Context: an optimization exercise on an open-source flow, tuned for small area. The choices shown serve that exercise and are no tape-out recipe.
In this exercise RTL edits were held to simulation tests only and were not proved equivalent to the original.
No activity file was given, so power comes from the tool's default toggle rates.

== P ==
// axis_line_buffer
module axis_line_buffer (
    input           clk,
    input           rst_n,
    input           config_pulse,
    input  [15:0]   config_width,
    input  [15:0]   config_height,
    output          done,
    input  [7:0]    s_axis_pix_tdata,
    input           s_axis_pix_tvalid,
    output          s_axis_pix_tready,
    output [71:0]   m_axis_win_tdata,
    output          m_axis_win_tvalid,
    input           m_axis_win_tready
    );
    reg             done_r;
    reg     [6:0]   wm_r;        
    reg     [7:0]   col_r;       
    reg     [15:0]  hrem_r;      
    reg     [1:0]   row_r;       
    assign  done = done_r;
    wire    win_valid = row_r[1] && (col_r != 8'd253) && (col_r != 8'd254);
    assign  s_axis_pix_tready = m_axis_win_tready || !win_valid;
    assign  m_axis_win_tvalid = win_valid && s_axis_pix_tvalid;
    wire    en       = s_axis_pix_tvalid && s_axis_pix_tready;
    wire    line_end = (col_r == {1'b0, wm_r});
  ...
==> flow/config.mk <==
export PLATFORM = sky130hd
export DESIGN_NAME = axis_line_buffer
export DESIGN_NICKNAME = axis_line_buffer
export VERILOG_FILES = /design/flow/design.v
export SDC_FILE = /design/flow/constraint.sdc
export NUM_CORES = 4
export LEC_CHECK = 0
export CAP_MARGIN = 5
export CORE_MARGIN = 2
export CORE_UTILIZATION = 65
export SLEW_MARGIN = 5
==> flow/constraint.sdc <==
create_clock -name core_clock -period 5.0 [get_ports {clk}]
set_input_delay 1.0000 -clock core_clock [delete_from_list [all_inputs] [get_ports {clk}]]
set_output_delay 1.0000 -clock core_clock [all_outputs]
set_load 0.01 [all_outputs]
standard.sh (not shown) runs the stock make flow with config.mk's settings and CLKGATE_MAP_FILE= SYNTH_SCRIPT=/design/flow/synth_recipe.tcl, a recipe that flattens the netlist after the stock synthesis.
==> flow/flow/run.sh <==
#!/bin/bash
# Standard ORFS layout (the standard.sh) with two changes:
#  - clock tree synthesis with small clock buffers, a chosen sink cluster
#    size, and no dummy loads,
#  - port buffers use the smallest buffer cell.
export CTS_ARGS="-sink_clustering_enable -repair_clock_nets -dont_use_dummy_load -buf_list sky130_fd_sc_hd__clkbuf_4 -sink_clustering_size 10 -sink_clustering_max_diameter 40"
export BUFFER_PORTS_ARGS="-buffer_cell sky130_fd_sc_hd__buf_1"
bash standard.sh finish > standard.log 2>&1
P | stages: all done | timing, DRC, antenna: all pass
Modified inputs, Q compared to P
- swapping 5 for 20 in CAP_MARGIN
- swapping 5 for 20 in SLEW_MARGIN
- swapping 65 for 70 in CORE_UTILIZATION
diff --git a/flow/flow/run.sh b/flow/flow/run.sh
--- a/flow/flow/run.sh
+++ b/flow/flow/run.sh
@@ -6 +6 @@
-export CTS_ARGS="-sink_clustering_enable -repair_clock_nets -dont_use_dummy_load -buf_list sky130_fd_sc_hd__clkbuf_4 -sink_clustering_size 10 -sink_clustering_max_diameter 40"
+export CTS_ARGS="-sink_clustering_enable -repair_clock_nets -dont_use_dummy_load -buf_list sky130_fd_sc_hd__clkbuf_4 -sink_clustering_size 12 -sink_clustering_max_diameter 30"
==> comparison <==
Looking only at total power, and setting everything else aside, the lower value of P and Q goes to P. In the tables for P and Q, initial antenna violation count reads higher with Q. Diff P -> Q | number of standard-cell rows in the floorplan | down by a few percent. Comparing P and Q, ratio of total power to cell area is higher on Q. In terms of final hold violation count, P and Q differ only marginally.
Here is what was changed in the inputs of R compared with Q.
diff --git a/flow/flow/run.sh b/flow/flow/run.sh
--- a/flow/flow/run.sh
+++ b/flow/flow/run.sh
@@ -6 +6 @@
-export CTS_ARGS="-sink_clustering_enable -repair_clock_nets -dont_use_dummy_load -buf_list sky130_fd_sc_hd__clkbuf_4 -sink_clustering_size 12 -sink_clustering_max_diameter 30"
+export CTS_ARGS="-sink_clustering_enable -repair_clock_nets -dont_use_dummy_load -buf_list sky130_fd_sc_hd__clkbuf_4 -sink_clustering_size 10 -sink_clustering_max_diameter 40"
Results
Per the comparison of R with Q, total leakage power went down; fmax went up; fraction of power consumed by the clock network went down.
Compared with Q, R shows a higher register share of total power.
Q → R: clock-pin slew of the registers on the worst-case setup and hold paths neither gained nor lost much, power density relative to cell area down 10 nW/um^2, number of fillers in the final layout saw little to no change, setup slack went up by 17 ps, first-iteration DRC count lower.
Summary: with Q as the reference, detailed-route wire length in R moved down slightly.
Here is what was changed in the inputs of S compared with R.
- swapping 70 for 65 in CORE_UTILIZATION
diff --git a/flow/flow/run.sh b/flow/flow/run.sh
--- a/flow/flow/run.sh
+++ b/flow/flow/run.sh
@@ -6 +6 @@
-export CTS_ARGS="-sink_clustering_enable -repair_clock_nets -dont_use_dummy_load -buf_list sky130_fd_sc_hd__clkbuf_4 -sink_clustering_size 10 -sink_clustering_max_diameter 40"
+export CTS_ARGS="-sink_clustering_enable -repair_clock_nets -dont_use_dummy_load -buf_list sky130_fd_sc_hd__clkbuf_4 -sink_clustering_size 11 -sink_clustering_max_diameter 40"
==> comparison <==
Compared with R, in S internal cell power saw a decrease; maximum clock rate saw a decrease; final estimated routing congestion in global placement saw a decrease; global-route wire length before repair saw a decrease.
The kind of critical path comes out reg -> out in one run and reg -> reg in the other, namely in R and S respectively.
Compared with R, S shows diode insertion count for antenna repair higher by 5.
Looking at launching element of the worst setup path, the col_r[2] result is from S; the col_r[0] one comes from R.
--- input diff S..T ---
- a change of CORE_UTILIZATION from 65 to 70
==> flow/flow/run.sh <==
#!/bin/bash
# Standard ORFS layout (the standard.sh) with two changes:
#  - clock tree synthesis: clkbuf_16 for the root and upper levels, a small
#    leaf buffer with a chosen sink cluster size, and no dummy loads,
#  - port buffers use the smallest buffer cell.
export CTS_ARGS="-sink_clustering_enable -repair_clock_nets -dont_use_dummy_load -root_buf sky130_fd_sc_hd__clkbuf_16 -tree_buf sky130_fd_sc_hd__clkbuf_16 -buf_list sky130_fd_sc_hd__clkbuf_4 -sink_clustering_buffer sky130_fd_sc_hd__clkbuf_4 -sink_clustering_size 12 -sink_clustering_max_diameter 30"
export BUFFER_PORTS_ARGS="-buffer_cell sky130_fd_sc_hd__buf_1"
bash standard.sh finish > standard.log 2>&1
### Flow results
- Higher estimated wirelength of the detail-placed design goes to T over S.
- Per the comparison of T with S, area growth from synthesis to layout higher, fraction of area in multi-input gates roughly the same, standard-cell row count lower, switching power higher, largest net degree at the start of global routing lower.
- T: cell count about 0.46% below S
- Sequential share of layout area: T and S compared, higher one is S
- Clock-buffer cell count, T vs S: up by more than a quarter

[static timing again, ports no longer ideal]
How much do the figures lean on ideal ports? The routed layouts below were timed once more, with nothing changed but the port constraints. Step 1, drivers: a clkbuf_16 drives clk and a buf_2 each remaining input, both assumed. Step 2, shift: input delay + t, output delay - t, t = (earliest + latest rising clock arrival at the registers) / 2. This alone moves slack from input paths to output paths. Slacks: no drivers / after step 1 / after step 2; pairs: no drivers / after step 1.
| run | shift t [ns] | setup WS [ns] | worst setup path after step 2 | pins driven straight from the clock port |
|---|---|---|---|---|
| P | 1.155 | 1.514 / 1.484 / 1.268 | input to register | 1 |
| Q | 1.190 | 1.463 / 1.392 / 1.646 | input to register | 1 |
| R | 1.141 | 1.480 / 1.411 / 1.682 | input to register | 1 |
| S | 1.156 | 1.468 / 1.468 / 1.260 | input to register | 1 |
| T | 0.863 | 1.800 / 1.738 / 1.627 | input to register | 1 |
After both steps every run listed still meets setup and hold. The setup slack of P, which loses most, moves by -0.030 ns with the drivers and by -0.246 ns with both steps.
